Background: an optimization exercise with open tools, aiming at small area and a short achievable clock period. Do not read the settings as production practice. At most, simulation tests tie the RTL to the original design; equivalence was not proved. The RTL of run 2 was laid out without a check of its function. Power and IR drop assume default switching activity.

## config.mk

```make
export PLATFORM = sky130hd
export DESIGN_NAME = top_riscv_core
export DESIGN_NICKNAME = top_riscv_core
export VERILOG_FILES = /design/flow/design.v
export SDC_FILE = /design/flow/constraint.sdc
export NUM_CORES = 8
export LEC_CHECK = 0
export CAP_MARGIN = 20
export CORE_MARGIN = 2
export CORE_UTILIZATION = 60
export SLEW_MARGIN = 20
export SYNTH_HIERARCHICAL = 1
export SYNTH_MINIMUM_KEEP_SIZE = 0
```

## design.v

```verilog
module top_riscv_core
#(
  parameter ADDR_WIDTH = 8,
  parameter ADDR_NUM = 256
)
(
    input clk,
    input rst_n,
    input boot_up,
    output valid,
    output [ADDR_WIDTH-1:0] imem_addr,
    input  [32-1 :0] imem_rdata,
    output [ADDR_WIDTH-1:0] dmem_addr,
    output dmem_re,
    output dmem_we,
    output [3:0] dmem_wmask,
    output [32-1 :0] dmem_wdata,
    input  [32-1 :0] dmem_rdata,
    output rf_we,
    output [5-1 :0] rf_waddr,
    output [32-1 :0] rf_wdata
);
    localparam OP_R     = 7'b0110011;
    localparam OP_I     = 7'b0010011;
    localparam OP_L     = 7'b0000011;
    localparam OP_S     = 7'b0100011;
    localparam OP_B     = 7'b1100011;
    localparam OP_J     = 7'b1101111;
    localparam OP_JR    = 7'b1100111;
    localparam OP_LUI   = 7'b0110111;
    localparam OP_AUIPC = 7'b0010111;
    reg        loaded, running;
    reg [31:0] pc;
    reg [3:0]  cnt;
    reg        valid_r;
    reg [31:0] ir;
    reg        iv;
    reg [31:0] pcid;
    reg [31:0] rd1_q, rd2_q;    
    reg        tsel_j, tsel_u, tsel_b;    
    reg [31:0] op1_ex, op2_ex, x_ex;
    reg [3:0]  sha_ex, shb_ex;  
    reg [1:0]  shc_ex;          
    reg        a_add, a_sub, a_xor, a_or, a_and, a_sll, a_srl, a_sra, a_slt, a_sltu;
    reg        exR, exI, exL, exS, exB, exJ, exJR, exX, wen_ex;
    reg [4:0]  rd_ex, rs2_ex;
    reg        nb_ex, w_ex;
    reg [31:0] res_m, aux_m;
    reg        mR, mI, mL, mS, mJ, mJR, wen_m;
    reg [4:0]  rd_m;
    reg        nb_m, w_m;
    reg [31:0] res_rb;
    reg        rbL, rbR, rbI, rbJ, wen_rb;
    reg [4:0]  rd_rb;
    reg [31:0] gpr [1:31];
    always @(posedge clk) begin
        running <= rst_n & (running | (loaded & ~boot_up));
        loaded  <= rst_n & ~running & boot_up;
    end
    wire [3:0] cnt_n = (~rst_n) ? 4'd0 : (~boot_up && imem_rdata == 32'd0) ? cnt + 4'd1 : 4'd0;
    always @(posedge clk) begin
        cnt     <= cnt_n;
        valid_r <= (cnt_n == 4'd12);
    end
    assign valid = valid_r;
    assign imem_addr = pc[ADDR_WIDTH+1:2];
    wire [6:0] op = ir[6:0];
    wire [2:0] f3 = ir[14:12];
    wire [4:0] rs1 = ir[19:15];
    wire [4:0] rs2 = ir[24:20];
    wire [4:0] rd  = ir[11:7];
    wire rawR   = iv & (op == OP_R);
    wire rawI   = iv & (op == OP_I);
    wire rawL   = iv & (op == OP_L);
    wire rawS   = iv & (op == OP_S);
    wire rawB   = iv & (op == OP_B);
    wire rawJ   = iv & (op == OP_J);
    wire rawJR  = iv & (op == OP_JR);
    wire rawLUI = iv & (op == OP_LUI);
    wire rawAU  = iv & (op == OP_AUIPC);
    wire e1 = (rd_ex == rs1);
    wire e2 = (rd_ex == rs2);
    wire m1 = (rd_m == rs1);
    wire m2 = (rd_m == rs2);
    wire r1 = (rd_rb == rs1);
    wire r2 = (rd_rb == rs2);
    wire nz1 = |rs1;
    wire nz2 = |rs2;
    wire stall = exL ? (((rawR | rawB) & (e1 | e2)) | ((rawI | rawS) & e1)) :
                 (mL & rawB) ? (m1 | m2) :
                 (exB & ~rawJ);
    wire idB  = rawB & ~stall;
    wire idJ  = rawJ & ~stall;
    wire idJR = rawJR & ~stall;
    reg f1E, f1M, u1, f1ML, f2E, f2M, u2, f2ML;
    reg s_all, s_add, s_na, s_12;
    wire [31:0] alu_out, alu_na, alu_lg, sh;
    wire        alu_lt;
    wire [32:0] sum;
    wire [31:0] mem_data;
    wire [31:0] e1v = f1M ? res_m : res_rb;
    wire [31:0] e2v = f2M ? res_m : res_rb;
    wire [31:0] c1n = u1 ? e1v : rd1_q;
    wire [31:0] c2n = u2 ? e2v : rd2_q;
    wire [31:0] v1m = f1ML ? mem_data : c1n;
    wire [31:0] v1 = f1E ? alu_out : v1m;
    wire [31:0] v2s = f2ML ? mem_data : c2n;      
    wire [31:0] oth = f1E ? c2n : c1n;
    wire [31:0] eqb_add;
    eq_sum u_eqs (.x(op1_ex ^ op2_ex), .n(op1_ex & op2_ex), .o(op1_ex | op2_ex),
                  .k(oth), .cin(a_sub), .e(eqb_add));
    wire [31:0] eqp1, eqp0, eqb;
    wire [31:0] eqp1z, eqp0z;    
    genvar ge;
    generate
        for (ge = 0; ge < 32; ge = ge + 1) begin : g_eqb
            eq_pre u_pre (.s_all(s_all), .s_add(s_add), .s_na(s_na), .s_12(s_12),
                          .ea(eqb_add[ge]), .lg(alu_lg[ge]), .k(oth_s[ge]),
                          .c1(c1n[ge]), .c2(c2n[ge]), .use_r(sh_use_r), .use_f(sh_use_f),
                          .p1(eqp1[ge]), .p0(eqp0[ge]), .p1z(eqp1z[ge]), .p0z(eqp0z[ge]));
            if (ge > 0) begin : g_m
                mux2_m u_mx (.s(shr[ge]), .a(eqp1[ge]), .b(eqp0[ge]), .y(eqb[ge]));
            end
        end
    endgenerate
    wire ne0;
    wire lt1 = a_slt & ~(op1_ex[31] ^ op2_ex[31]);
    wire lt0 = (a_slt & (op1_ex[31] ^ op2_ex[31])) | a_sltu;
    wire q1 = lt1 ? eqp1z[0] : eqp0z[0];
    wire q0 = lt0 ? eqp1z[0] : eqp0z[0];
    bit0_m u_mx0 (.x((shr[0] & sh_use_r) | sh_use_f), .c(sum[32]), .p1(eqp1z[0]),
                  .q1(q1), .q0(q0), .y(ne0));
    assign eqb[0] = ~ne0;
    wire [7:0] eqn;
    nand3_m u_eqn0 (.a(eqb[3:1]), .y(eqn[0]));
    generate
        for (ge = 1; ge < 8; ge = ge + 1) begin : g_eqn
            nand4_m u_eqn (.a(eqb[4*ge+3:4*ge]), .y(eqn[ge]));
        end
    endgenerate
    wire [3:0] eqq;
    nor3_m u_eqq0 (.a({ne0, eqn[1:0]}), .y(eqq[0]));
    nor2_m u_eqq1 (.a(eqn[3:2]), .y(eqq[1]));
    nor2_m u_eqq2 (.a(eqn[5:4]), .y(eqq[2]));
    nor2_m u_eqq3 (.a(eqn[7:6]), .y(eqq[3]));
    wire tEq = idJ | (idB & (f3 == 3'd0));
    wire tNe = idJ | (idB & (f3 == 3'd1));
    wire [31:0] immI = {{20{ir[31]}}, ir[31:20]};
    wire [31:0] immS = {{20{ir[31]}}, ir[31:25], ir[11:7]};
    wire [31:0] immB = {{20{ir[31]}}, ir[7], ir[30:25], ir[11:8], 1'b0};
    wire [31:0] immJ = {{12{ir[31]}}, ir[19:12], ir[20], ir[30:21], 1'b0};
    wire [31:0] immU = {ir[31:12], 12'd0};
    wire [31:0] immT = ({32{tsel_j}} & immJ) | ({32{tsel_u}} & immU) | ({32{tsel_b}} & immB);
    wire [31:0] target;
    bk_add u_tgt (.a(pcid), .b(immT), .s(target));
    wire [31:0] link = pcid + 32'd4;
    wire [3:0] ctrl = rawR ? {ir[30], f3} :
                      rawI ? {((f3 == 3'd1) | (f3 == 3'd5)) & ir[30], f3} :
                      rawJR ? {1'b0, f3} : 4'b0000;
    wire c_sub  = (ctrl == 4'b1000) | (ctrl == 4'b0010) | (ctrl == 4'b0011);
    wire c_add  = (ctrl == 4'b0000) | (ctrl == 4'b1000);
    wire [31:0] imm_b = rawS ? immS : immI;
    wire [31:0] b_r  = (f2ML ? mem_data : c2n);
    wire [31:0] b_nx = (rawR ? b_r : imm_b);
    wire [31:0] b_x  = (rawR & f2E) ? alu_out : b_nx;
    wire [4:0]  sh_n = b_x[4:0];
    always @(posedge clk) begin
        op1_ex <= v1;
        op2_ex <= b_x ^ {32{c_sub}};
        sha_ex <= {sh_n[1:0] == 2'd3, sh_n[1:0] == 2'd2, sh_n[1:0] == 2'd1, sh_n[1:0] == 2'd0};
        shb_ex <= {sh_n[3:2] == 2'd3, sh_n[3:2] == 2'd2, sh_n[3:2] == 2'd1, sh_n[3:2] == 2'd0};
        shc_ex <= {sh_n[4], ~sh_n[4]};
        x_ex   <= rawAU ? target : rawS ? v2s : rawLUI ? immU : link;
        a_add  <= c_add;
        a_sub  <= c_sub;
        a_xor  <= (ctrl == 4'b0100);
        a_or   <= (ctrl == 4'b0110);
        a_and  <= (ctrl == 4'b0111);
        a_sll  <= (ctrl == 4'b0001);
        a_srl  <= (ctrl == 4'b0101);
        a_sra  <= (ctrl == 4'b1101);
        a_slt  <= (ctrl == 4'b0010);
        a_sltu <= (ctrl == 4'b0011);
        exR    <= rawR & ~stall;
        exI    <= rawI & ~stall;
        exL    <= rawL & ~stall;
        exS    <= rawS & ~stall;
        exB    <= rawB & ~stall;
        exJ    <= rawJ & ~stall;
        exJR   <= rawJR & ~stall;
        exX    <= (rawJ | rawLUI | rawAU) & ~stall;
        wen_ex <= (rawR | rawI | rawL | rawJR | rawLUI | rawAU | rawJ) & ~stall;
        rd_ex  <= rd;
        rs2_ex <= rs2;
        nb_ex  <= (f3 != 3'd0);
        w_ex   <= (f3[2:1] != 2'd0);
    end
    ks_add u_add (.a(op1_ex), .b(op2_ex), .cin(a_sub), .s(sum));
    assign alu_lt = (a_slt & (op1_ex[31] ^ op2_ex[31] ^ sum[32])) | (a_sltu & ~sum[32]);
    wire [31:0] shr;
    wire sh_fill = a_sra & op1_ex[31];
    shifter u_sh (.a(op1_ex), .sll(a_sll), .fill(sh_fill), .da(sha_ex), .db(shb_ex),
                  .dc(shc_ex), .y(shr));
    wire sh_big = |op2_ex[31:5];    
    wire sh_use_r = a_sll | ((a_srl | a_sra) & ~sh_big);
    wire sh_use_f = (a_srl | a_sra) & sh_big & sh_fill;
    wire [31:0] shr_rev, oth_rev;
    genvar gr;
    generate
        for (gr = 0; gr < 32; gr = gr + 1) begin : g_rev
            assign shr_rev[gr] = shr[31-gr];
            assign oth_rev[gr] = oth[31-gr];
        end
    endgenerate
    assign sh = ({32{sh_use_r & a_sll}} & shr_rev) | ({32{sh_use_r & ~a_sll}} & shr) |
                {32{sh_use_f}};
    wire [31:0] oth_s = a_sll ? oth_rev : oth;
    assign alu_lg = ({32{a_xor}} & (op1_ex ^ op2_ex)) |
                         ({32{a_or}}  & (op1_ex | op2_ex)) |
                         ({32{a_and}} & (op1_ex & op2_ex));
    assign alu_na = alu_lg | sh;
    assign alu_out = a_add ? sum[31:0] : {alu_na[31:1], alu_na[0] | alu_lt};
    wire sf = (mR | mI | mL) & exS & (rd_m == rs2_ex) & (rs2_ex != 5'd0);
    wire [31:0] mval = mL ? mem_data : res_m;
    always @(posedge clk) begin
        res_m <= exX ? x_ex : alu_out;
        aux_m <= sf ? mval : x_ex;
        mR    <= exR;
        mI    <= exI;
        mL    <= exL;
        mS    <= exS;
        mJ    <= exJ;
        mJR   <= exJR;
        wen_m <= wen_ex;
        rd_m  <= rd_ex;
        nb_m  <= nb_ex;
        w_m   <= w_ex;
    end
    wire byte_m = ~nb_m;
    wire sx = byte_m ? dmem_rdata[7] : dmem_rdata[15];
    assign mem_data = {w_m ? dmem_rdata[31:16] : {16{sx}},
                       byte_m ? {8{dmem_rdata[7]}} : dmem_rdata[15:8],
                       dmem_rdata[7:0]};
    assign dmem_addr  = res_m[ADDR_WIDTH+1:2];
    assign dmem_re    = mL;
    assign dmem_we    = mS;
    assign dmem_wmask = {w_m, w_m, nb_m, 1'b1};
    assign dmem_wdata = aux_m;
    wire [31:0] res_rb_n = mL ? mem_data : mJR ? aux_m : res_m;
    always @(posedge clk) begin
        res_rb <= res_rb_n;
        rbL    <= mL;
        rbR    <= mR;
        rbI    <= mI;
        rbJ    <= mJ;
        wen_rb <= wen_m;
        rd_rb  <= rd_m;
    end
    assign rf_we    = wen_rb;
    assign rf_waddr = rd_rb;
    assign rf_wdata = res_rb;
    reg rst_q;
    always @(posedge clk) rst_q <= rst_n;
    wire [31:0] wd = rst_q ? res_rb_n : 32'd0;
    integer i;
    always @(posedge clk) begin
        for (i = 1; i < 32; i = i + 1)
            if (~rst_q | (wen_m & (rd_m == i))) gpr[i] <= wd;
    end
    wire [31:0] ir_n = stall ? ir : imem_rdata;
    wire [31:1] fs1, fs2;
    wire [31:0] frd1, frd2;
    genvar gi, gb;
    generate
        for (gi = 1; gi < 32; gi = gi + 1) begin : g_dec
            assign fs1[gi] = (imem_rdata[19:15] == gi);
            assign fs2[gi] = (imem_rdata[24:20] == gi);
        end
        for (gb = 0; gb < 32; gb = gb + 1) begin : g_col
            wire [31:1] col;
            for (gi = 1; gi < 32; gi = gi + 1) begin : g_bit
                assign col[gi] = gpr[gi][gb];
            end
            wire [3:0] p1, p2;
            rd7_m u_r1a (.s(fs1[7:1]), .d(col[7:1]), .o(p1[0]));
            rd8_m u_r1b (.s(fs1[15:8]), .d(col[15:8]), .o(p1[1]));
            rd8_m u_r1c (.s(fs1[23:16]), .d(col[23:16]), .o(p1[2]));
            rd8_m u_r1d (.s(fs1[31:24]), .d(col[31:24]), .o(p1[3]));
            rd7_m u_r2a (.s(fs2[7:1]), .d(col[7:1]), .o(p2[0]));
            rd8_m u_r2b (.s(fs2[15:8]), .d(col[15:8]), .o(p2[1]));
            rd8_m u_r2c (.s(fs2[23:16]), .d(col[23:16]), .o(p2[2]));
            rd8_m u_r2d (.s(fs2[31:24]), .d(col[31:24]), .o(p2[3]));
            assign frd1[gb] = |p1;
            assign frd2[gb] = |p2;
        end
    endgenerate
    wire [4:0] rs1N = ir_n[19:15];
    wire [4:0] rs2N = ir_n[24:20];
    wire nz1N = |rs1N;
    wire nz2N = |rs2N;
    wire wv = wen_rb & (rd_rb != 5'd0);
    wire wbs1 = wv & (rd_rb == ir[19:15]);
    wire wbs2 = wv & (rd_rb == ir[24:20]);
    wire [6:0] opN = ir_n[6:0];
    wire nR  = (opN == OP_R);
    wire nI  = (opN == OP_I);
    wire nL  = (opN == OP_L);
    wire nS  = (opN == OP_S);
    wire nB  = (opN == OP_B);
    wire nJR = (opN == OP_JR);
    wire xR  = rawR & ~stall;
    wire xI  = rawI & ~stall;
    wire e1N = (rd == rs1N);
    wire e2N = (rd == rs2N);
    wire m1N = (rd_ex == rs1N);
    wire m2N = (rd_ex == rs2N);
    wire r1N = (rd_m == rs1N);
    wire r2N = (rd_m == rs2N);
    wire g1E  = (xR | xI) & (nR | nL | nI | nS | nB) & e1N & nz1N;
    wire g1M  = ((exJ & nB) | ((exR | exI) & (nB | nS | nR | nI)) |
                 (exL & (nR | nL | nI | nS | nJR))) & m1N & nz1N;
    wire g1R  = (((mL | mR | mI | mJ) & (nB | nS)) | (mI & nI)) & r1N & nz1N;
    wire g2E  = xR & (nR | nB) & e2N & nz2N;
    wire g2Ra = mJ & nS & r2N & nz2N;
    wire g2M0 = ((exJ & nB) | (exR & (nB | nR)) | (exL & (nR | nS))) & m2N & nz2N;
    wire g2Rb = mL & nB & r2N & nz2N;
    wire g2M  = g2M0 & ~g2Ra;
    wire g2R  = g2Ra | (g2Rb & ~g2M0);
    always @(posedge clk) begin
        f1E   <= g1E;
        f1M   <= g1M;
        u1    <= g1M | g1R;
        f1ML  <= g1M & exL & ~g1E;
        f2E   <= g2E;
        f2M   <= g2M;
        u2    <= g2M | g2R;
        f2ML  <= g2M & exL & ~g2E;
        s_all <= g1E & g2E;
        s_add <= (g1E ^ g2E) & c_add;
        s_na  <= (g1E ^ g2E) & ~c_add;
        s_12  <= ~(g1E | g2E);
    end
    wire go = running;    
    wire [31:0] pc_rest = mJR ? res_m : stall ? pc : pc + 32'd4;
    wire [31:0] pc_eq = ~go ? 32'd0 : tEq ? target : pc_rest;
    wire [31:0] pc_ne = ~go ? 32'd0 : tNe ? target : pc_rest;
    wire iv_keep = go & ~(idJR | exJR | mJR) & (~stall | iv);
    wire iv_eq = iv_keep & ~tEq;
    wire iv_ne = iv_keep & ~tNe;
    wire [32:0] pcv_n;
    generate
        for (ge = 0; ge < 4; ge = ge + 1) begin : g_pcsel
            if (ge < 3) begin : g_q
                pc_sel #(.W(8)) u_sel (.q(eqq),
                    .a(pc_eq[8*ge+7:8*ge]), .b(pc_ne[8*ge+7:8*ge]), .y(pcv_n[8*ge+7:8*ge]));
            end else begin : g_l
                pc_sel #(.W(9)) u_sel (.q(eqq),
                    .a({iv_eq, pc_eq[31:24]}), .b({iv_ne, pc_ne[31:24]}), .y(pcv_n[32:24]));
            end
        end
    endgenerate
    always @(posedge clk) begin
        pc    <= pcv_n[31:0];
        iv    <= pcv_n[32];
        ir    <= ir_n;
        tsel_j <= ir_n[2] & ir_n[3];
        tsel_u <= ir_n[2] & ~ir_n[3];
        tsel_b <= ~ir_n[2];
        pcid  <= pc;
        rd1_q <= ~stall ? frd1 : wbs1 ? res_rb : rd1_q;
        rd2_q <= ~stall ? frd2 : wbs2 ? res_rb : rd2_q;
    end
endmodule
module rd7_m (
    input  [6:0] s,
    input  [6:0] d,
    output       o
);
    assign o = |(s & d);
endmodule
module rd8_m (
    input  [7:0] s,
    input  [7:0] d,
    output       o
);
    assign o = |(s & d);
endmodule
module eq_sum (
    input  [31:0] x,
    input  [31:0] n,
    input  [31:0] o,
    input  [31:0] k,
    input         cin,
    output [31:0] e
);
    wire [31:0] g = (n | (o & ~k));
    assign e = ~(x ^ k ^ {g[30:0], cin});
endmodule
module ks_add (
    input  [31:0] a,
    input  [31:0] b,
    input         cin,
    output [32:0] s
);
    wire [32:0] G [0:5];
    wire [32:0] P [0:5];
    assign G[0] = {a & b, cin};
    assign P[0] = {a ^ b, 1'b0};
    genvar l, i;
    generate
        for (l = 0; l < 5; l = l + 1) begin : g_lv
            for (i = 0; i < 33; i = i + 1) begin : g_b
                if (i >= (1 << l)) begin : g_op
                    assign G[l+1][i] = G[l][i] | (P[l][i] & G[l][i-(1<<l)]);
                    assign P[l+1][i] = P[l][i] & P[l][i-(1<<l)];
                end else begin : g_pass
                    assign G[l+1][i] = G[l][i];
                    assign P[l+1][i] = P[l][i];
                end
            end
        end
    endgenerate
    assign s = {G[5][32] | (P[5][32] & cin), (a ^ b) ^ G[5][31:0]};
endmodule
module shifter (
    input  [31:0] a,
    input         sll,
    input         fill,
    input  [3:0]  da,
    input  [3:0]  db,
    input  [1:0]  dc,
    output [31:0] y
);
    wire [31:0] a_rev;
    genvar i;
    generate
        for (i = 0; i < 32; i = i + 1) begin : g_rev
            assign a_rev[i] = a[31-i];
        end
    endgenerate
    wire [31:0] ai = sll ? a_rev : a;
    wire [34:0] x0 = {{3{fill}}, ai};
    wire [31:0] t1;
    generate
        for (i = 0; i < 32; i = i + 1) begin : g_a
            assign t1[i] = (da[0] & x0[i]) | (da[1] & x0[i+1]) | (da[2] & x0[i+2]) | (da[3] & x0[i+3]);
        end
    endgenerate
    wire [43:0] x1 = {{12{fill}}, t1};
    wire [31:0] t2;
    generate
        for (i = 0; i < 32; i = i + 1) begin : g_b
            assign t2[i] = (db[0] & x1[i]) | (db[1] & x1[i+4]) | (db[2] & x1[i+8]) | (db[3] & x1[i+12]);
        end
    endgenerate
    wire [47:0] x2 = {{16{fill}}, t2};
    generate
        for (i = 0; i < 32; i = i + 1) begin : g_c
            assign y[i] = (dc[0] & x2[i]) | (dc[1] & x2[i+16]);
        end
    endgenerate
endmodule
module eq_pre (
    input  s_all,
    input  s_add,
    input  s_na,
    input  s_12,
    input  ea,
    input  lg,
    input  k,
    input  c1,
    input  c2,
    input  use_r,
    input  use_f,
    output p1,
    output p0,
    output p1z,
    output p0z
);
    wire early = s_all | (s_add & ea) | (s_12 & ~(c1 ^ c2));
    assign p1z = early | (s_na & k);
    assign p0z = early | (s_na & ~(lg ^ k));
    assign p1 = (use_r | use_f) ? p1z : p0z;
    assign p0 = use_f ? p1z : p0z;
endmodule
module mux2_m (
    input  s,
    input  a,
    input  b,
    output y
);
    assign y = s ? a : b;
endmodule
module muxn2_m (
    input  s,
    input  a,
    input  b,
    output y
);
    assign y = ~(s ? a : b);
endmodule
module nor2_m (
    input  [1:0] a,
    output       y
);
    assign y = ~|a;
endmodule
module nor3_m (
    input  [2:0] a,
    output       y
);
    assign y = ~|a;
endmodule
module nand3_m (
    input  [2:0] a,
    output       y
);
    assign y = ~&a;
endmodule
module nand4_m (
    input  [3:0] a,
    output       y
);
    assign y = ~&a;
endmodule
module pc_sel #(
    parameter W = 8
) (
    input  [3:0]   q,
    input  [W-1:0] a,
    input  [W-1:0] b,
    output [W-1:0] y
);
    wire ne = ~&q;
    assign y = ne ? b : a;
endmodule
module bit0_m (
    input  x,
    input  c,
    input  p1,
    input  q1,
    input  q0,
    output y
);
    assign y = ~(x ? p1 : (c ? q1 : q0));
endmodule
module bk_add (
    input  [31:0] a,
    input  [31:0] b,
    output [31:0] s
);
    wire [31:0] p = a ^ b;
    wire [31:0] g0 = a & b;
    wire [31:0] G1, P1, G2, P2, G3, P3, G4, P4, G5, P5;
    genvar i;
    generate
        for (i = 0; i < 32; i = i + 1) begin : u1
            if (i % 2 == 1) begin : o
                assign G1[i] = g0[i] | (p[i] & g0[i-1]);
                assign P1[i] = p[i] & p[i-1];
            end else begin : e
                assign G1[i] = g0[i]; assign P1[i] = p[i];
            end
        end
        for (i = 0; i < 32; i = i + 1) begin : u2
            if (i % 4 == 3) begin : o
                assign G2[i] = G1[i] | (P1[i] & G1[i-2]);
                assign P2[i] = P1[i] & P1[i-2];
            end else begin : e
                assign G2[i] = G1[i]; assign P2[i] = P1[i];
            end
        end
        for (i = 0; i < 32; i = i + 1) begin : u3
            if (i % 8 == 7) begin : o
                assign G3[i] = G2[i] | (P2[i] & G2[i-4]);
                assign P3[i] = P2[i] & P2[i-4];
            end else begin : e
                assign G3[i] = G2[i]; assign P3[i] = P2[i];
            end
        end
        for (i = 0; i < 32; i = i + 1) begin : u4
            if (i % 16 == 15) begin : o
                assign G4[i] = G3[i] | (P3[i] & G3[i-8]);
                assign P4[i] = P3[i] & P3[i-8];
            end else begin : e
                assign G4[i] = G3[i]; assign P4[i] = P3[i];
            end
        end
        for (i = 0; i < 32; i = i + 1) begin : u5
            if (i == 31) begin : o
                assign G5[i] = G4[i] | (P4[i] & G4[i-16]);
                assign P5[i] = P4[i] & P4[i-16];
            end else begin : e
                assign G5[i] = G4[i]; assign P5[i] = P4[i];
            end
        end
    endgenerate
    wire [31:0] C;
    generate
        for (i = 0; i < 32; i = i + 1) begin : d
            if (i == 0 || i == 1 || i == 3 || i == 7 || i == 15 || i == 31) begin : k
                assign C[i] = G5[i];
            end else begin : c
                localparam integer LOW = (i % 16 == 15) ? 16 : (i % 8 == 7) ? 8 : (i % 4 == 3) ? 4 : (i % 2 == 1) ? 2 : 1;
                if (LOW == 1) begin : l1
                    assign C[i] = g0[i] | (p[i] & C[i-1]);
                end else if (LOW == 2) begin : l2
                    assign C[i] = G1[i] | (P1[i] & C[i-2]);
                end else if (LOW == 4) begin : l4
                    assign C[i] = G2[i] | (P2[i] & C[i-4]);
                end else if (LOW == 8) begin : l8
                    assign C[i] = G3[i] | (P3[i] & C[i-8]);
                end else begin : l16
                    assign C[i] = G4[i] | (P4[i] & C[i-16]);
                end
            end
        end
    endgenerate
    assign s = p ^ {C[30:0], 1'b0};
endmodule
```

## constraint.sdc

```tcl
create_clock -name core_clock -period 11.0 [get_ports {clk}]
set_input_delay 2.2000 -clock core_clock [delete_from_list [all_inputs] [get_ports {clk}]]
set_output_delay 2.2000 -clock core_clock [all_outputs]
set_load 0.01 [all_outputs]
```

## standard.sh

```bash
#!/bin/bash
# synth_recipe.tcl (not shown) runs the flow's synth.tcl, then flattens the netlist and writes it again
# the make line also repeats each setting of config.mk as NAME=value (left out here)
make -C /OpenROAD-flow-scripts/flow DESIGN_CONFIG=/design/flow/config.mk WORK_HOME=/design/flow/orfs CLKGATE_MAP_FILE= SYNTH_SCRIPT=/design/flow/synth_recipe.tcl "${@:-finish}"
```

## flow/run.sh

```bash
#!/bin/bash
set -euo pipefail
export SETUP_SLACK_MARGIN=7.25
export CTS_ARGS="-sink_clustering_enable -repair_clock_nets -buf_list sky130_fd_sc_hd__clkbuf_8 -root_buf sky130_fd_sc_hd__clkbuf_16 -dont_use_dummy_load -sink_clustering_size 12 -sink_clustering_max_diameter 50"
export BUFFER_PORTS_ARGS="-buffer_cell sky130_fd_sc_hd__buf_4"
export GLOBAL_PLACEMENT_ARGS="-timing_driven_nets_percentage 25"
bash standard.sh > orfs_make.log 2>&1
```

==> results of run 1 <==
==> worst reg2reg max path: cells and delay by family (launching register included) <==
kind | cells | cell delay [ps]
AND/OR/NAND/NOR | 3 | 320
XOR/XNOR | 2 | 460
AO/OA/AOI/OAI | 6 | 2250
multiplexers | 1 | 160
adder cells (fa/ha/maj) | 1 | 400
flip-flops | 1 | 410
==> per-layer routing <==
metal,vias up,track usage [%]
met5,-,0.830
met4,30,38.2
met3,1992,21.0
met2,6377,72.5
met1,31500,59.4
li1,26500,-
==> report_power, final <==
| group | switching [W] | internal [W] | total (W) |
|---|---|---|---|
| Clock | 0.00182 | 0.00129 | 0.00311 |
| Sequential | 0.00113 | 0.00705 | 0.00819 |
| Combinational | 0.00261 | 0.00144 | 0.00405 |
==> cell type report <==
type / count / area (µm²) / area share, %
Antenna cell: 21 / 52.6 / 0.0628
Clock buffer: 159 / 2200 / 2.63
Inverter: 294 / 1130 / 1.36
Multi-Input combinational cell: 4647 / 34800 / 41.5
Sequential cell: 1429 / 39500 / 47.2
Tap cell: 1625 / 2030 / 2.43
Timing Repair Buffer: 454 / 3990 / 4.77
Timing Repair inverter: 2 / 17.5 / 0.0209
==> sequential cells by signal, summed over array words and instances (netlist names), 32 cells and up <==
register and cells:
aux_m 32, gpr 992, ir 32, op1_ex 32, op2_ex 32, pc 32, pcid 32, rd1_q 32
rd2_q 32, res_m 32, res_rb 32, x_ex 32
==> metrics by stage <==
| stage | instances | instance area [µm²] | utilization (%) | setup slack, ps | hold WS (ps) |
|---|---|---|---|---|---|
| after detailed placement | 8286 | 78000 | 64.0 | 5830 | 314 |
| final | 8631 | 83700 | 68.7 | 6920 | 330 |
| after floorplan | 6654 | 74700 | - | 7200 | 310 |
| after global routing | 8610 | 83700 | 68.7 | 6780 | 341 |
| after global placement | 8286 | 78000 | 64.0 | 5760 | 311 |
| after CTS | 8527 | 82000 | 67.3 | 7170 | 330 |
==> worst paths after layout <==
| kind | slack (ps) | cells past startpoint | startpoint | endpoint |
|---|---|---|---|---|
| min | 330 | 0 | nb_ex$_DFF_P_ | nb_m$_DFF_P_ |
| max | 6920 | 13 | op1_ex[2]$_DFF_P_ | op2_ex[16]$_DFF_P_ |
| min reg2reg | 330 | 0 | nb_ex$_DFF_P_ | nb_m$_DFF_P_ |
| max reg2reg | 6920 | 13 | op1_ex[2]$_DFF_P_ | op2_ex[16]$_DFF_P_ |
==> repair_timing <==
item | 4_1_cts | 5_1_grt
buffers inserted | 59 | 75
pin swaps | 38 | 79
cloned | 23 | 8
resized for setup | 293 | 241
setup endpoints to repair | 928 | 670
==> metrics.yaml, run 1 <==
power.density_nw_per_um2: 183
hold_viol_final: 0
finalSetupTns_ps: 0
max_freq_ghz: 0.245
clock_sinks: 1429
skew_ps: 102
wl_met1_um: 106000
rsz0062_at_grt: "yes"
overflow: 0
maxCapViolCount: 0
cts-root-buf: "clkbuf_16"
detail-route-antenna-nets: 0
grt_max_degree: 94
ios: 160
report.final.slew_viol_count: 0
leakage_nw: 29.5
cts_tree: "built"
final_common_cell: "edfxtp_1"
row_count: 128
max_stage_delay_ps: 880
critPathRequiredTime_ps: 11670
slowest_stage: "a31oi_2"
cp_max_fo: 5
synthToLayoutAreaGrowth_pct: 13.4
final_cell_mix: "edfxtp_1, a22oi_1, buf_4, nor2_1, nand2_1"
antenna_found_initial: 27
wl_met2_um: 135000
end_kind: "flop"
syn_avg_cell_area_um2: 11.1
first_iter_violations: 11900
post-route-min-period_ps: 4080
status: "complete, no violations"
die_y_um: 355
grt_pass1_wl_um: 448000
fin_crit_sh_pct: 37.1
wl_per_cell_um: 38.0
worst_slew_pin_slew_ps: 1270
viasPerCell: 7.69
routed.top_layer: "met5"
die-width_um: 355
yosys_warnings: 9
core_region_area_um2: 122000
total_power_w: 0.0153
critPathMostFrequentCell: "xor2_1"
ir_drop_mv: 0.179
hpwl_um: 203000
path_class: "reg2reg"
wl_met3_um: 53700
drt-total-wl_um: 328000
nNetsFinal: 7201
cts_made_buffers: 159
path_buf_inv: 0
via_count: 66400
cts_hold_buffers: 0
clkTransAtPathRegs_ps: 90
min_path_type: "reg2reg"
gp_congestion: 1.06
slew_headroom_pct: 15.1
path_cells: "ha_2 -> o211ai_4 -> o211ai_1 -> a41oi_2 -> o21ai_1 -> nand3_1 -> nand3b_1 -> xor2_1 -> nor2_1 -> a31oi_2 -> mux2i_1 -> o21ai_0 -> xor2_1"
synthesis.instances: 6654
arrival_ps: 4760
io_buffer_count: 158
syn_area_um2: 73800
htree_levels: 4
start_kind: "flop"
grt_pass1_vias: 61600
fillers: 9054
die-area_um2: 126000
track_usage_pct: 50.2
clock_latency_ps: 800
drive_gt1_share_pct: 20.2
cp_top_family: "compound AO/OA/AOI/OAI gates"
setup_viol_count_final: 0
cts_buffer_depth: 3
start_util_pct: 60.6
dr.pass1.iters: 15
route.detailed.drc: 0
==> run 2, diff against run 1 <==
--- a/design.v
+++ b/design.v
@@ -50,4 +50,5 @@
     reg [4:0]  rd_m;
     reg        nb_m, w_m;
+    reg        mb_m, mh_m, mw_m;    
     reg [31:0] res_rb;
     reg        rbL, rbR, rbI, rbJ, wen_rb;
@@ -236,9 +237,11 @@
         nb_m  <= nb_ex;
         w_m   <= w_ex;
+        mb_m  <= ~nb_ex;
+        mh_m  <= nb_ex & ~w_ex;
+        mw_m  <= w_ex;
     end
-    wire byte_m = ~nb_m;
-    wire sx = byte_m ? dmem_rdata[7] : dmem_rdata[15];
-    assign mem_data = {w_m ? dmem_rdata[31:16] : {16{sx}},
-                       byte_m ? {8{dmem_rdata[7]}} : dmem_rdata[15:8],
+    assign mem_data = {({16{mw_m}} & dmem_rdata[31:16]) | {16{mb_m & dmem_rdata[7]}} |
+                       {16{mh_m & dmem_rdata[15]}},
+                       ({8{~mb_m}} & dmem_rdata[15:8]) | {8{mb_m & dmem_rdata[7]}},
                        dmem_rdata[7:0]};
     assign dmem_addr  = res_m[ADDR_WIDTH+1:2];
@@ -247,5 +250,11 @@
     assign dmem_wmask = {w_m, w_m, nb_m, 1'b1};
     assign dmem_wdata = aux_m;
-    wire [31:0] res_rb_n = mL ? mem_data : mJR ? aux_m : res_m;
+    reg rst_q;
+    always @(posedge clk) rst_q <= rst_n;
+    wire wsel_m = rst_q & mL;
+    wire wsel_j = rst_q & ~mL & mJR;
+    wire wsel_r = rst_q & ~mL & ~mJR;
+    wire [31:0] res_rb_n = ({32{wsel_m}} & mem_data) | ({32{wsel_j}} & aux_m) |
+                           ({32{wsel_r}} & res_m);
     always @(posedge clk) begin
         res_rb <= res_rb_n;
@@ -260,7 +269,5 @@
     assign rf_waddr = rd_rb;
     assign rf_wdata = res_rb;
-    reg rst_q;
-    always @(posedge clk) rst_q <= rst_n;
-    wire [31:0] wd = rst_q ? res_rb_n : 32'd0;
+    wire [31:0] wd = res_rb_n;
     integer i;
     always @(posedge clk) begin
==> flow/run.sh (replaced) <==
#!/bin/bash
set -euo pipefail
export SETUP_SLACK_MARGIN=7.25
export CTS_ARGS="-sink_clustering_enable -repair_clock_nets -buf_list sky130_fd_sc_hd__clkbuf_8 -root_buf sky130_fd_sc_hd__clkbuf_16 -dont_use_dummy_load -sink_clustering_size 12 -sink_clustering_max_diameter 50"
export BUFFER_PORTS_ARGS="-buffer_cell sky130_fd_sc_hd__buf_4"
bash standard.sh > orfs_make.log 2>&1
==> run 2 against run 1 <==
Compared with the run above: still clean on timing, DRC and antenna; combinational power fell by 4%; flip-flop and latch count increased by 2; power is 3.0% lower; area after synthesis decreased by 0.32%; clock skew is 33 ps higher; clock power about the same; setup slack improved by 150 ps; via count fell by 2.6%.
==> metrics.yaml, run 2 <==
start_util_pct: 60.5
ir_drop_mv: 0.183
route.detailed.drc: 0
whs_endpoint: "pcid[20]$_DFF_P_"
path_cells: "fa_1 -> a211oi_1 -> o21ai_1 -> a211oi_2 -> and4bb_2 -> o21ai_2 -> nand4b_1 -> o311ai_1 -> nor2_1 -> a31oi_2 -> mux2i_1 -> o21ai_0 -> xor2_1"
slew_headroom_pct: 3.87
grt_pass1_vias: 59100
seq_power_share_pct: 53.0
path_class: "reg2reg"
die-width_um: 354
via_count: 64600
overflow: 0
fillers: 8953
track_usage_pct: 47.0
hold_viol_final: 0
multi_input_area_um2: 35100
reg2reg_depth: 13
pre_cts_slack_ps: 5700
wl_per_cell_um: 36.3
cts-root-buf: "clkbuf_16"
yosys_warnings: 9
power.density_nw_per_um2: 177
cts_made_buffers: 160
clkTransAtPathRegs_ps: 90
rr_startpoint: "op1_ex[0]$_DFF_P_"
report.final.slew_viol_count: 0
r2r_end: "op2_ex[29]$_DFF_P_"
antenna_found_initial: 6
core_region_area_um2: 122000
grt_max_degree: 96
slowest_stage: "fa_1"
die-area_um2: 125000
clock_latency_ps: 820
first_iter_violations: 11300
die_y_um: 354
cp_max_fo: 6
combinationalPowerShare_pct: 26.0
final_cell_mix: "edfxtp_1, a22oi_1, o21ai_0, buf_4, nand2_1"
p_switching_w: 0.00518
post_dp_cell_area_um2: 78000
synthToLayoutAreaGrowth_pct: 14.5
maxCapViolCount: 0
setup_viol_count_final: 0
fin_area_um2: 84300
nNetsFinal: 7158
row_count: 128
rsz0062_at_grt: "yes"
final_common_cell: "edfxtp_1"
synthesis.instances: 6616
finalSetupTns_ps: 0
cts_tree: "built"
path_buf_inv: 0
whs_path_depth: 0
worst_slew_pin_slew_ps: 1430
largest_register_ff_count: 992
p_int_w: 0.00970
netSwitchingFraction_pct: 34.8
seq_area_um2: 39500
hold_start: "pc[20]$_DFF_P_"
end_kind: "flop"
fin_crit_sh_pct: 35.8
clock_sinks: 1431
htree_levels: 4
syn_area_um2: 73600
drt-total-wl_um: 311000
p_clk_share_pct: 21.0
regMostFlops: "gpr"
drive_gt1_share_pct: 20.7
hpwl_um: 202000
leakage_nw: 29.2
io_buffer_count: 158
critPathRequiredTime_ps: 11670
detail-route-antenna-nets: 0
status: "complete, no violations"
cp_top_family: "compound AO/OA/AOI/OAI gates"
max_freq_ghz: 0.254
whs_ps: 316
post-route-min-period_ps: 3940
gp_congestion: 1.04
dr.pass1.iters: 9
cts_buffer_depth: 3
syn_avg_cell_area_um2: 11.1
viasPerCell: 7.54
max_stage_delay_ps: 570
r2r_slack_ps: 7060
grt_pass1_wl_um: 426000
min_path_type: "reg2reg"
start_kind: "flop"
layout_setup_ws_ps: 7060
ios: 160
arrival_ps: 4600
skew_ps: 135
## run 2: cell types whose count changed in the layout (fill, tap and decap cells not counted), moves of 29 or more
cell,delta
a22oi_1,-38
a22oi_2,+36
a31oi_1,-36
buf_4,-29
dfxtp_1,+35
nand3_1,+30
nor2_1,-57
nor4_1,-35
o21ai_0,+107
o31ai_1,-43
## run 2: repair_timing
item,in CTS,in global routing
endpoints found under the setup margin,682,355
pin swaps,20,122
buffers inserted,36,86
hold buffers,0,0
gates cloned,3,8
resized for setup,247,368
## run 2: power groups by stage
stage | logic [W] | registers (W) | clock network, W
2_1_floorplan | 0.00211 | 0.00750 | 0
3_3_place_gp | 0.00328 | 0.00787 | 0
3_5_place_dp | 0.00333 | 0.00791 | 0
4_1_cts | 0.00344 | 0.00780 | 0.00310
5_1_grt | 0.00399 | 0.00792 | 0.00329
6_report | 0.00387 | 0.00789 | 0.00312
## run 2: how the worst max path moves through the flow
stage	from	end	slack [ps]	cells after the start
global route	mw_m$_DFF_P_	dmem_wmask[3]	7160	1
global placement	dmem_rdata[7]	op2_ex[18]$_DFF_P_	5790	9
floorplan	imem_rdata[22]	s_na$_DFF_P_	7010	10
finish	op1_ex[0]$_DFF_P_	op2_ex[29]$_DFF_P_	7060	13
detailed placement	dmem_rdata[7]	op2_ex[17]$_DFF_P_	5700	9
CTS	op2_ex[16]$_DFF_P_	pc[20]$_DFF_P_	7210	14
## run 2: per-layer routing
layer	global-route usage (%)	wire length (µm)
met1	60.4	106000
met2	69.7	131000
met3	14.9	47700
met4	28.7	25700
met5	0	214
## run 2: layout make-up
class                   count  area share, %
diodes                      5         0.0149
repair buffers            463           5.04
well taps                1625           2.41
multi-input cells        4599           41.7
flip-flops and latches   1431           46.9
inverters                 289           1.30
clock buffers             160           2.63
## run 2: through the flow
step	cells	total power, W	util, %
after detailed placement	8272	0.0112	64.1
after global placement	8271	0.0111	64.1
after global routing	8568	0.0152	69.2
after CTS	8471	0.0143	67.1
after floorplan	6616	0.00961	-
final	8572	0.0149	69.2
==> run 3, diff against run 2 <==
--- a/design.v
+++ b/design.v
@@ -50,5 +50,4 @@
     reg [4:0]  rd_m;
     reg        nb_m, w_m;
-    reg        mb_m, mh_m, mw_m;    
     reg [31:0] res_rb;
     reg        rbL, rbR, rbI, rbJ, wen_rb;
@@ -153,6 +152,7 @@
     wire [31:0] immU = {ir[31:12], 12'd0};
     wire [31:0] immT = ({32{tsel_j}} & immJ) | ({32{tsel_u}} & immU) | ({32{tsel_b}} & immB);
-    wire [31:0] target;
-    bk_add u_tgt (.a(pcid), .b(immT), .s(target));
+    wire [32:0] target_s;
+    ks_add u_tgt (.a(pcid), .b(immT), .cin(1'b0), .s(target_s));
+    wire [31:0] target = target_s[31:0];
     wire [31:0] link = pcid + 32'd4;
     wire [3:0] ctrl = rawR ? {ir[30], f3} :
@@ -237,11 +237,9 @@
         nb_m  <= nb_ex;
         w_m   <= w_ex;
-        mb_m  <= ~nb_ex;
-        mh_m  <= nb_ex & ~w_ex;
-        mw_m  <= w_ex;
     end
-    assign mem_data = {({16{mw_m}} & dmem_rdata[31:16]) | {16{mb_m & dmem_rdata[7]}} |
-                       {16{mh_m & dmem_rdata[15]}},
-                       ({8{~mb_m}} & dmem_rdata[15:8]) | {8{mb_m & dmem_rdata[7]}},
+    wire byte_m = ~nb_m;
+    wire sx = byte_m ? dmem_rdata[7] : dmem_rdata[15];
+    assign mem_data = {w_m ? dmem_rdata[31:16] : {16{sx}},
+                       byte_m ? {8{dmem_rdata[7]}} : dmem_rdata[15:8],
                        dmem_rdata[7:0]};
     assign dmem_addr  = res_m[ADDR_WIDTH+1:2];
@@ -250,11 +248,5 @@
     assign dmem_wmask = {w_m, w_m, nb_m, 1'b1};
     assign dmem_wdata = aux_m;
-    reg rst_q;
-    always @(posedge clk) rst_q <= rst_n;
-    wire wsel_m = rst_q & mL;
-    wire wsel_j = rst_q & ~mL & mJR;
-    wire wsel_r = rst_q & ~mL & ~mJR;
-    wire [31:0] res_rb_n = ({32{wsel_m}} & mem_data) | ({32{wsel_j}} & aux_m) |
-                           ({32{wsel_r}} & res_m);
+    wire [31:0] res_rb_n = mL ? mem_data : mJR ? aux_m : res_m;
     always @(posedge clk) begin
         res_rb <= res_rb_n;
@@ -269,5 +261,7 @@
     assign rf_waddr = rd_rb;
     assign rf_wdata = res_rb;
-    wire [31:0] wd = res_rb_n;
+    reg rst_q;
+    always @(posedge clk) rst_q <= rst_n;
+    wire [31:0] wd = rst_q ? res_rb_n : 32'd0;
     integer i;
     always @(posedge clk) begin
@@ -290,9 +284,9 @@
             end
             wire [3:0] p1, p2;
-            rd7_m u_r1a (.s(fs1[7:1]), .d(col[7:1]), .o(p1[0]));
+            rd8_m u_r1a (.s({fs1[7:1], 1'b0}), .d({col[7:1], 1'b0}), .o(p1[0]));
             rd8_m u_r1b (.s(fs1[15:8]), .d(col[15:8]), .o(p1[1]));
             rd8_m u_r1c (.s(fs1[23:16]), .d(col[23:16]), .o(p1[2]));
             rd8_m u_r1d (.s(fs1[31:24]), .d(col[31:24]), .o(p1[3]));
-            rd7_m u_r2a (.s(fs2[7:1]), .d(col[7:1]), .o(p2[0]));
+            rd8_m u_r2a (.s({fs2[7:1], 1'b0}), .d({col[7:1], 1'b0}), .o(p2[0]));
             rd8_m u_r2b (.s(fs2[15:8]), .d(col[15:8]), .o(p2[1]));
             rd8_m u_r2c (.s(fs2[23:16]), .d(col[23:16]), .o(p2[2]));
@@ -379,11 +373,4 @@
     end
 endmodule
-module rd7_m (
-    input  [6:0] s,
-    input  [6:0] d,
-    output       o
-);
-    assign o = |(s & d);
-endmodule
 module rd8_m (
     input  [7:0] s,
@@ -552,76 +539,2 @@
     assign y = ~(x ? p1 : (c ? q1 : q0));
 endmodule
-module bk_add (
-    input  [31:0] a,
-    input  [31:0] b,
-    output [31:0] s
-);
-    wire [31:0] p = a ^ b;
-    wire [31:0] g0 = a & b;
-    wire [31:0] G1, P1, G2, P2, G3, P3, G4, P4, G5, P5;
-    genvar i;
-    generate
-        for (i = 0; i < 32; i = i + 1) begin : u1
-            if (i % 2 == 1) begin : o
-                assign G1[i] = g0[i] | (p[i] & g0[i-1]);
-                assign P1[i] = p[i] & p[i-1];
-            end else begin : e
-                assign G1[i] = g0[i]; assign P1[i] = p[i];
-            end
-        end
-        for (i = 0; i < 32; i = i + 1) begin : u2
-            if (i % 4 == 3) begin : o
-                assign G2[i] = G1[i] | (P1[i] & G1[i-2]);
-                assign P2[i] = P1[i] & P1[i-2];
-            end else begin : e
-                assign G2[i] = G1[i]; assign P2[i] = P1[i];
-            end
-        end
-        for (i = 0; i < 32; i = i + 1) begin : u3
-            if (i % 8 == 7) begin : o
-                assign G3[i] = G2[i] | (P2[i] & G2[i-4]);
-                assign P3[i] = P2[i] & P2[i-4];
-            end else begin : e
-                assign G3[i] = G2[i]; assign P3[i] = P2[i];
-            end
-        end
-        for (i = 0; i < 32; i = i + 1) begin : u4
-            if (i % 16 == 15) begin : o
-                assign G4[i] = G3[i] | (P3[i] & G3[i-8]);
-                assign P4[i] = P3[i] & P3[i-8];
-            end else begin : e
-                assign G4[i] = G3[i]; assign P4[i] = P3[i];
-            end
-        end
-        for (i = 0; i < 32; i = i + 1) begin : u5
-            if (i == 31) begin : o
-                assign G5[i] = G4[i] | (P4[i] & G4[i-16]);
-                assign P5[i] = P4[i] & P4[i-16];
-            end else begin : e
-                assign G5[i] = G4[i]; assign P5[i] = P4[i];
-            end
-        end
-    endgenerate
-    wire [31:0] C;
-    generate
-        for (i = 0; i < 32; i = i + 1) begin : d
-            if (i == 0 || i == 1 || i == 3 || i == 7 || i == 15 || i == 31) begin : k
-                assign C[i] = G5[i];
-            end else begin : c
-                localparam integer LOW = (i % 16 == 15) ? 16 : (i % 8 == 7) ? 8 : (i % 4 == 3) ? 4 : (i % 2 == 1) ? 2 : 1;
-                if (LOW == 1) begin : l1
-                    assign C[i] = g0[i] | (p[i] & C[i-1]);
-                end else if (LOW == 2) begin : l2
-                    assign C[i] = G1[i] | (P1[i] & C[i-2]);
-                end else if (LOW == 4) begin : l4
-                    assign C[i] = G2[i] | (P2[i] & C[i-4]);
-                end else if (LOW == 8) begin : l8
-                    assign C[i] = G3[i] | (P3[i] & C[i-8]);
-                end else begin : l16
-                    assign C[i] = G4[i] | (P4[i] & C[i-16]);
-                end
-            end
-        end
-    endgenerate
-    assign s = p ^ {C[30:0], 1'b0};
-endmodule
==> run 3 against run 2 <==
Compared with the run above: clock-buffer cell count unchanged; flip-flop and latch count decreased by 2; wire length increased by 2.9%; area after synthesis increased by 1.8%; synthesized cell count increased by 2.8%; combinational power decreased by 1%.
==> metrics.yaml, run 3 <==
status: "complete, no violations"
start_kind: "input pin"
maxCapViolCount: 0
whs_path_depth: 0
fin_crit_sh_pct: 35.4
hpwl_um: 203000
combinationalPowerShare_pct: 25.6
cts_made_buffers: 160
die_y_um: 357
syn_avg_cell_area_um2: 11.0
hold_viol_final: 0
clock_sinks: 1429
drive_gt1_share_pct: 20.9
hold_start: "exI$_DFF_P_"
syn_area_um2: 74900
rsz0062_at_grt: "yes"
netSwitchingFraction_pct: 34.9
drt-total-wl_um: 320000
post-route-min-period_ps: 3900
p_clk_share_pct: 21.0
critPathRequiredTime_ps: 11710
reg2reg_depth: 13
cts_tree: "built"
seq_power_share_pct: 53.4
slew_headroom_pct: 8.74
arrival_ps: 4610
power.density_nw_per_um2: 171
min_path_type: "reg2reg"
r2r_end: "pc[21]$_DFF_P_"
p_int_w: 0.00969
yosys_warnings: 9
grt_pass1_wl_um: 435000
skew_ps: 141
viasPerCell: 7.46
cp_max_fo: 3
start_util_pct: 60.5
crit_start: "imem_rdata[3]"
dr.pass1.iters: 7
wl_per_cell_um: 35.8
worst_slew_pin_slew_ps: 1370
cts-root-buf: "clkbuf_16"
ios: 160
gp_congestion: 1.05
max_freq_ghz: 0.257
first_iter_violations: 11300
report.final.slew_viol_count: 0
synthesis.instances: 6804
r2r_slack_ps: 7110
whs_endpoint: "mI$_DFF_P_"
overflow: 0
ir_drop_mv: 0.156
setup_viol_count_final: 0
detail-route-antenna-nets: 0
largest_register_ff_count: 992
via_count: 66800
synthToLayoutAreaGrowth_pct: 15.9
leakage_nw: 30.3
die-width_um: 357
end_kind: "flop"
cts_buffer_depth: 3
core_region_area_um2: 124000
path_class: "in2reg"
grt_pass1_vias: 61100
clock_latency_ps: 810
route.detailed.drc: 0
row_count: 129
final_common_cell: "edfxtp_1"
track_usage_pct: 47.5
p_switching_w: 0.00520
clkTransAtPathRegs_ps: 90
final_cell_mix: "edfxtp_1, a22oi_1, buf_4, nand2_1, nor2_1"
finalSetupTns_ps: 0
regMostFlops: "gpr"
total_power_w: 0.0149
htree_levels: 4
io_buffer_count: 158
nNetsFinal: 7501
rr_startpoint: "op2_ex[31]$_DFF_P_"
grt_max_degree: 65
die-area_um2: 128000
antenna_found_initial: 20
run 3: cell count changes in the layout (fill, tap and decap cells not counted), moves of 25 or more:
| cell | change |
|---|---|
| conb_1 | +132 |
| a22oi_1 | +130 |
| o21ai_0 | -93 |
| nand3_1 | -81 |
| nand4_1 | +70 |
| a222oi_1 | -63 |
| a21oi_1 | +54 |
| nand2b_1 | +39 |
| nor2b_1 | +36 |
| a21oi_4 | -25 |
run 3: per-stage QoR:
step                      instance area, µm²  hold WS, ps  instances  util, %  setup WS [ps]
after global routing                   86800          318       8936     70.1           7060
after CTS                              84000          304       8821     67.9           7170
after global placement                 79700          311       8594     64.3           5570
final                                  86900          307       8945     70.2           7100
after floorplan                        76000          310       6936        -           6800
after detailed placement               79700          314       8597     64.4           5610
run 3: final cells by class:
type	count	area (µm²)
sequential	1429	39500
clock buffer	160	2210
multi-input combinational	4923	36900
tap	1637	2050
inverter	274	1050
fill	8965	36900
timing repair buffer	511	5160
antenna	11	27.5
run 3: worst max path at each step:
stage | end | depth (start not counted)
after CTS | s_na$_DFF_P_ | 12
after floorplan | s_na$_DFF_P_ | 10
after global placement | pc[3]$_DFF_P_ | 11
after detailed placement | pc[3]$_DFF_P_ | 11
final | s_na$_DFF_P_ | 12
after global routing | s_na$_DFF_P_ | 12
run 3: power groups by stage:
stage               registers [W]  logic (W)  clock network, W
floorplan                 0.00754    0.00202                 0
global placement          0.00790    0.00321                 0
detailed placement        0.00794    0.00326                 0
CTS                       0.00784    0.00340           0.00310
global route              0.00798    0.00395           0.00331
finish                    0.00795    0.00382           0.00313
run 3: critical path: stages:
cell and delay [ps]:
buf_8 90, nand3b_1 200, or4b_4 560, nor4_4 240, nand2_1 100, a21oi_2 120
o2111ai_2 110, a221oi_2 280, buf_4 210, inv_2 50, ha_4 290, and3_1 140
run 3: per-layer routing:
layer  up-vias  share of wire, %  track usage [%]
li1      27500                 -                -
met1     32000                34             59.4
met5         -             0.075                0
met2      5792                42             69.6
met4        18               8.9             32.9
met3      1472                15             16.0
run 3: what timing repair did:
action / in CTS / in global routing
endpoints found under the setup margin: 778 / 755
gates resized for setup: 310 / 414
pin swaps: 45 / 97
cloned: 7 / 25
hold buffers: 0 / 0
buffers inserted: 57 / 87
==> run 4, diff against run 3 <==
--- a/design.v
+++ b/design.v
@@ -152,7 +152,6 @@
     wire [31:0] immU = {ir[31:12], 12'd0};
     wire [31:0] immT = ({32{tsel_j}} & immJ) | ({32{tsel_u}} & immU) | ({32{tsel_b}} & immB);
-    wire [32:0] target_s;
-    ks_add u_tgt (.a(pcid), .b(immT), .cin(1'b0), .s(target_s));
-    wire [31:0] target = target_s[31:0];
+    wire [31:0] target;
+    bk_add u_tgt (.a(pcid), .b(immT), .s(target));
     wire [31:0] link = pcid + 32'd4;
     wire [3:0] ctrl = rawR ? {ir[30], f3} :
@@ -539,2 +538,76 @@
     assign y = ~(x ? p1 : (c ? q1 : q0));
 endmodule
+module bk_add (
+    input  [31:0] a,
+    input  [31:0] b,
+    output [31:0] s
+);
+    wire [31:0] p = a ^ b;
+    wire [31:0] g0 = a & b;
+    wire [31:0] G1, P1, G2, P2, G3, P3, G4, P4, G5, P5;
+    genvar i;
+    generate
+        for (i = 0; i < 32; i = i + 1) begin : u1
+            if (i % 2 == 1) begin : o
+                assign G1[i] = g0[i] | (p[i] & g0[i-1]);
+                assign P1[i] = p[i] & p[i-1];
+            end else begin : e
+                assign G1[i] = g0[i]; assign P1[i] = p[i];
+            end
+        end
+        for (i = 0; i < 32; i = i + 1) begin : u2
+            if (i % 4 == 3) begin : o
+                assign G2[i] = G1[i] | (P1[i] & G1[i-2]);
+                assign P2[i] = P1[i] & P1[i-2];
+            end else begin : e
+                assign G2[i] = G1[i]; assign P2[i] = P1[i];
+            end
+        end
+        for (i = 0; i < 32; i = i + 1) begin : u3
+            if (i % 8 == 7) begin : o
+                assign G3[i] = G2[i] | (P2[i] & G2[i-4]);
+                assign P3[i] = P2[i] & P2[i-4];
+            end else begin : e
+                assign G3[i] = G2[i]; assign P3[i] = P2[i];
+            end
+        end
+        for (i = 0; i < 32; i = i + 1) begin : u4
+            if (i % 16 == 15) begin : o
+                assign G4[i] = G3[i] | (P3[i] & G3[i-8]);
+                assign P4[i] = P3[i] & P3[i-8];
+            end else begin : e
+                assign G4[i] = G3[i]; assign P4[i] = P3[i];
+            end
+        end
+        for (i = 0; i < 32; i = i + 1) begin : u5
+            if (i == 31) begin : o
+                assign G5[i] = G4[i] | (P4[i] & G4[i-16]);
+                assign P5[i] = P4[i] & P4[i-16];
+            end else begin : e
+                assign G5[i] = G4[i]; assign P5[i] = P4[i];
+            end
+        end
+    endgenerate
+    wire [31:0] C;
+    generate
+        for (i = 0; i < 32; i = i + 1) begin : d
+            if (i == 0 || i == 1 || i == 3 || i == 7 || i == 15 || i == 31) begin : k
+                assign C[i] = G5[i];
+            end else begin : c
+                localparam integer LOW = (i % 16 == 15) ? 16 : (i % 8 == 7) ? 8 : (i % 4 == 3) ? 4 : (i % 2 == 1) ? 2 : 1;
+                if (LOW == 1) begin : l1
+                    assign C[i] = g0[i] | (p[i] & C[i-1]);
+                end else if (LOW == 2) begin : l2
+                    assign C[i] = G1[i] | (P1[i] & C[i-2]);
+                end else if (LOW == 4) begin : l4
+                    assign C[i] = G2[i] | (P2[i] & C[i-4]);
+                end else if (LOW == 8) begin : l8
+                    assign C[i] = G3[i] | (P3[i] & C[i-8]);
+                end else begin : l16
+                    assign C[i] = G4[i] | (P4[i] & C[i-16]);
+                end
+            end
+        end
+    endgenerate
+    assign s = p ^ {C[30:0], 1'b0};
+endmodule
==> flow/run.sh (replaced) <==
#!/bin/bash
# Standard layout (the standard.sh: standard synthesis, floorplan, place,
# CTS, route, finish) with these changes made through ORFS's own variables:
#  - CTS builds the tree from clkbuf_8 (clusters of at most 12 sinks within
#    50 um) with a clkbuf_16 root and no dummy loads;
#  - the port buffers are buf_4 (resizable) instead of the default delay cell;
#  - after global routing, flow/post_grt.tcl downsizes logic cells where that
#    keeps the worst setup slack (area recovery), and reroutes their nets.
set -euo pipefail
here="$(cd "$(dirname "${BASH_SOURCE[0]}")" && pwd)"
export SETUP_SLACK_MARGIN=7.25
export CTS_ARGS="-sink_clustering_enable -repair_clock_nets -buf_list sky130_fd_sc_hd__clkbuf_8 -root_buf sky130_fd_sc_hd__clkbuf_16 -dont_use_dummy_load -sink_clustering_size 12 -sink_clustering_max_diameter 50"
export BUFFER_PORTS_ARGS="-buffer_cell sky130_fd_sc_hd__buf_4"
export POST_GLOBAL_ROUTE_TCL="$here/post_grt.tcl"
bash standard.sh > orfs_make.log 2>&1
==> flow/downsize.tcl (new file) <==
# Area recovery: logic cells (not on a clock net) are swapped for the smallest
# cell of their family (same name but the drive suffix), in batches in order
# of decreasing slack. After each batch the parasitics are estimated again; a
# batch is kept only if the worst setup slack stays at or above the target and
# no new max-slew or max-capacitance violation appears, else it is split in
# halves and tried again. Narrower cells keep placement legal.
proc ds_smallest { lib name dont } {
  if {![regexp {^(.*)_([0-9]+)$} $name -> base drv]} { return "" }
  set best ""
  set bd $drv
  foreach m [$lib getMasters] {
    set n [$m getName]
    if {[regexp "^${base}_(\[0-9\]+)\$" $n -> d] && $d < $bd && [lsearch -exact $dont $n] < 0} {
      set best $n
      set bd $d
    }
  }
  return $best
}

proc ds_check { target est } {
  estimate_parasitics $est
  set ws [expr {[sta::worst_slack_cmd max] * 1e9}]
  set sv [sta::max_slew_violation_count]
  set cv [sta::max_capacitance_violation_count]
  return [list $ws $sv $cv]
}

proc ds_try { items target est base_sv base_cv } {
  if {[clock seconds] > $::ds_deadline} { return 0 }
  # items: list of {inst old new}
  foreach it $items { replace_cell [lindex $it 0] [lindex $it 2] }
  lassign [ds_check $target $est] ws sv cv
  if {$ws >= $target && $sv <= $base_sv && $cv <= $base_cv} {
    return [llength $items]
  }
  foreach it $items { replace_cell [lindex $it 0] [lindex $it 1] }
  if {[llength $items] <= $::ds_min_batch} { return 0 }
  set h [expr {[llength $items] / 2}]
  set n [ds_try [lrange $items 0 [expr {$h - 1}]] $target $est $base_sv $base_cv]
  incr n [ds_try [lrange $items $h end] $target $est $base_sv $base_cv]
  return $n
}

proc ds_run { target est {batch 128} {delta 0.2} {budget 300} {min_batch 4} } {
  set ::ds_deadline [expr {[clock seconds] + $budget}]
  set ::ds_min_batch $min_batch
  set block [ord::get_db_block]
  set dont {}
  if {[info exists ::env(DONT_USE_CELLS)]} { set dont $::env(DONT_USE_CELLS) }
  lassign [ds_check $target $est] ws0 base_sv base_cv
  set cands {}
  foreach inst [$block getInsts] {
    set m [$inst getMaster]
    if {[$m getType] ne "CORE"} { continue }
    set n [$m getName]
    if {[regexp {clkbuf|clkinv|clkdly|tapvpwr|fill|decap|conb|dlygate|dlymetal|__buf_|__inv_|__bufinv} $n]} { continue }
    set onclk 0
    foreach it [$inst getITerms] {
      set net [$it getNet]
      if {$net ne "NULL" && [$net getSigType] eq "CLOCK"} { set onclk 1 }
    }
    if {$onclk} { continue }
    set new [ds_smallest [$m getLib] $n $dont]
    if {$new eq ""} { continue }
    set iname [$inst getName]
    set sl 1e9
    foreach p [get_pins -of_objects [get_cells $iname] -filter "direction==output"] {
      set s [get_property $p slack_max]
      if {$s ne "" && $s < $sl} { set sl $s }
    }
    if {$sl < $target + $delta} { continue }
    lappend cands [list $sl $iname $n $new]
  }
  set cands [lsort -real -index 0 -decreasing $cands]
  set a0 [rsz::design_area]
  set nch 0
  for {set i 0} {$i < [llength $cands]} {incr i $batch} {
    set items {}
    foreach c [lrange $cands $i [expr {$i + $batch - 1}]] {
      lappend items [lrange $c 1 3]
    }
    incr nch [ds_try $items $target $est $base_sv $base_cv]
  }
  lassign [ds_check $target $est] ws1 sv1 cv1
  puts [format "downsize: %d of %d cells swapped, area %.0f -> %.0f, worst slack %.3f -> %.3f, slew/cap violations %d/%d -> %d/%d" \
    $nch [llength $cands] [expr {$a0*1e12}] [expr {[rsz::design_area]*1e12}] $ws0 $ws1 $base_sv $base_cv $sv1 $cv1]
}
==> flow/post_grt.tcl (new file) <==
# Hook run by ORFS at the end of global routing (POST_GLOBAL_ROUTE_TCL):
# area recovery with global-route parasitics that keeps the worst setup slack
# the timing repair reached (see downsize.tcl), then the changed nets are
# routed again.
source [file join [file dirname [info script]] downsize.tcl]
estimate_parasitics -global_routing
set ws_now [expr {[sta::worst_slack_cmd max] * 1e9}]
set tgt [expr {min($ws_now, $::env(SETUP_SLACK_MARGIN))}]
global_route -start_incremental
ds_run $tgt -global_routing 64 0.0 420 2
global_route -end_incremental
estimate_parasitics -global_routing
write_guides $::env(RESULTS_DIR)/route.guide
==> run 4 against run 3 <==
Compared with the run above: still clean on timing, DRC and antenna; non-clock buffer count decreased by 51; first-iteration DRC count fell by 6.6%; clock-buffer cell count is 3 lower; global-route usage down 1.5 points; die area decreased by 0.88%; area after synthesis shrank 0.89%; via count decreased by 2.7%; maximum frequency fell by 2.2%; core utilization decreased by 2.1 points; critical endpoint is now rd1_q[2]$_DFFE_PP_.
==> metrics.yaml, run 4 <==
slew_headroom_pct: 19.2
nNetsFinal: 7384
die-width_um: 356
worst_slew_pin_slew_ps: 1200
grt_pass1_vias: 59600
viasPerCell: 7.37
gp_congestion: 1.01
die_y_um: 356
drive_gt1_share_pct: 16.4
final_common_cell: "a22oi_1"
detail-route-antenna-nets: 0
max_freq_ghz: 0.251
cp_top_family: "simple AND/OR/NAND/NOR gates"
clkTransAtPathRegs_ps: 80
largest_register_ff_count: 992
seq_area_um2: 39500
core_region_area_um2: 123000
fillers: 9408
min_path_type: "reg2reg"
cts_setup_buffers: 61
final_cell_mix: "a22oi_1, edfxtp_1, nor2_1, nand2_1, buf_4"
antenna_found_initial: 11
cts_resized: 322
path_buf_inv: 3
row_count: 129
syn_avg_cell_area_um2: 11.1
slowest_stage: "nor4_1"
grt_max_degree: 96
critPathRequiredTime_ps: 11470
yosys_warnings: 9
setup_viol_count_final: 0
die-area_um2: 127000
start_util_pct: 60.2
wl_per_cell_um: 34.8
maxCapViolCount: 0
first_iter_violations: 10500
post-route-min-period_ps: 3980
power.density_nw_per_um2: 175
report.final.slew_viol_count: 0
cts_tree: "built"
clock_sinks: 1429
synthToLayoutAreaGrowth_pct: 13.0
skew_ps: 114
htree_levels: 4
hpwl_um: 198000
r2r_slack_ps: 7100
clock_latency_ps: 800
fin_crit_sh_pct: 36.2
io_buffer_count: 158
cts_buffer_depth: 3
via_count: 64900
layout_setup_ws_ps: 7020
cts_made_buffers: 157
multi_input_area_um2: 34700
hold_viol_final: 0
hold_start: "w_ex$_DFF_P_"
arrival_ps: 4450
path_cells: "buf_8 -> nand2b_4 -> buf_12 -> nor2_4 -> buf_4 -> a22oi_1 -> nand4_1 -> nor4_1 -> a21oi_1"
track_usage_pct: 46.1
route.detailed.drc: 0
end_kind: "flop"
regMostFlops: "gpr"
max_stage_delay_ps: 670
path_class: "in2reg"
start_kind: "input pin"
rr_startpoint: "op1_ex[6]$_DFF_P_"
cts-root-buf: "clkbuf_16"
synthesis.instances: 6718
status: "complete, no violations"
cts_hold_buffers: 0
drt-total-wl_um: 307000
dr.pass1.iters: 9
grt_pass1_wl_um: 422000
r2r_end: "op2_ex[13]$_DFF_P_"
cp_max_fo: 32
ios: 160
whs_endpoint: "w_m$_DFF_P_"
leakage_nw: 29.7
whs_path_depth: 0
ir_drop_mv: 0.163
finalSetupTns_ps: 0
overflow: 0
syn_area_um2: 74200
pre_cts_slack_ps: 5660
reg2reg_depth: 12
## run 4: worst max path at each step
stage / startpoint / to / slack (ps) / cells after the start
after detailed placement: imem_rdata[17] / rd1_q[0]$_DFFE_PP_ / 5660 / 8
after global placement: imem_rdata[17] / rd1_q[0]$_DFFE_PP_ / 5710 / 8
final: imem_rdata[17] / rd1_q[2]$_DFFE_PP_ / 7020 / 9
after CTS: ir[19]$_DFF_P_ / pc[5]$_DFF_P_ / 7190 / 11
after floorplan: imem_rdata[24] / rd2_q[22]$_DFFE_PP_ / 7190 / 7
## run 4: area by class of cell
type | count | share of cell area (%)
Tap cell | 1637 | 2.44
Timing Repair inverter | 1 | 0.0134
Antenna cell | 7 | 0.0209
Sequential cell | 1429 | 47.1
Multi-Input combinational cell | 4827 | 41.4
Timing Repair Buffer | 460 | 5.15
Clock buffer | 157 | 2.59
Inverter | 294 | 1.35
## run 4: worst reg2reg max path, delay by kind of cell (launching register included)
family | cells | cell delay (ps)
AO/OA/AOI/OAI | 7 | 2410
XOR/XNOR | 2 | 250
adder cells (fa/ha/maj) | 1 | 460
flip-flops | 1 | 420
multiplexers | 1 | 150
AND/OR/NAND/NOR | 1 | 60
## run 4: report_power, final
part	switching [W]	internal, W
combinational	0.00234	0.00130
clock	0.00180	0.00127
sequential	0.000921	0.00702
total	0.00507	0.00959
## run 4: metal layers
layer | routed length, µm | GRT usage (%) | vias to the layer above
met5 | 145 | 0 | -
met1 | 106000 | 58.7 | 31300
li1 | - | - | 26800
met3 | 44200 | 14.0 | 1327
met2 | 133000 | 69.8 | 5425
met4 | 23900 | 26.8 | 16
## run 4: through the flow
step	utilization (%)	instances	area, µm²	hold WS (ps)	power [W]
2_1_floorplan	-	6846	75600	310	0.00959
6_report	68.0	8812	83900	333	0.0147
3_3_place_gp	64.0	8504	79000	314	0.0111
3_5_place_dp	64.0	8504	79000	314	0.0112
4_1_cts	67.4	8727	83200	334	0.0143

==> what the ideal ports hide <==
Ports are ideal in the flow. The routed layouts listed here were re-timed in OpenROAD. Step 1 sets driving cells, clkbuf_16 on the clock port and buf_2 on the other inputs (assumed; they add their load-dependent delay and slew). Step 2 moves the port delays by t, midway between the first and last clock arrival at a register: inputs arrive t later, outputs are due t later. That takes back most of the time a late clock gives input paths. a / b / c = no drivers / after step 1 / after step 2; a / b = the first two.
run	t, ns	slack for setup (ns)	worst hold slack (ns)	latest minus earliest clock arrival (ns)
run 1	0.833	6.916 / 6.916 / 6.410	0.330 / 0.330 / 0.330	0.104 / 0.104
run 2	0.836	7.065 / 7.065 / 6.362	0.316 / 0.316 / 0.316	0.136 / 0.135
run 3	0.829	7.103 / 7.113 / 6.288	0.307 / 0.307 / 0.307	0.157 / 0.157
run 4	0.826	7.016 / 7.046 / 6.221	0.333 / 0.333 / 0.333	0.120 / 0.119
After both steps every run listed still meets setup and hold. For run 3, which loses most, drivers alone change the setup slack by +0.010 ns; drivers and shift together by -0.815 ns.
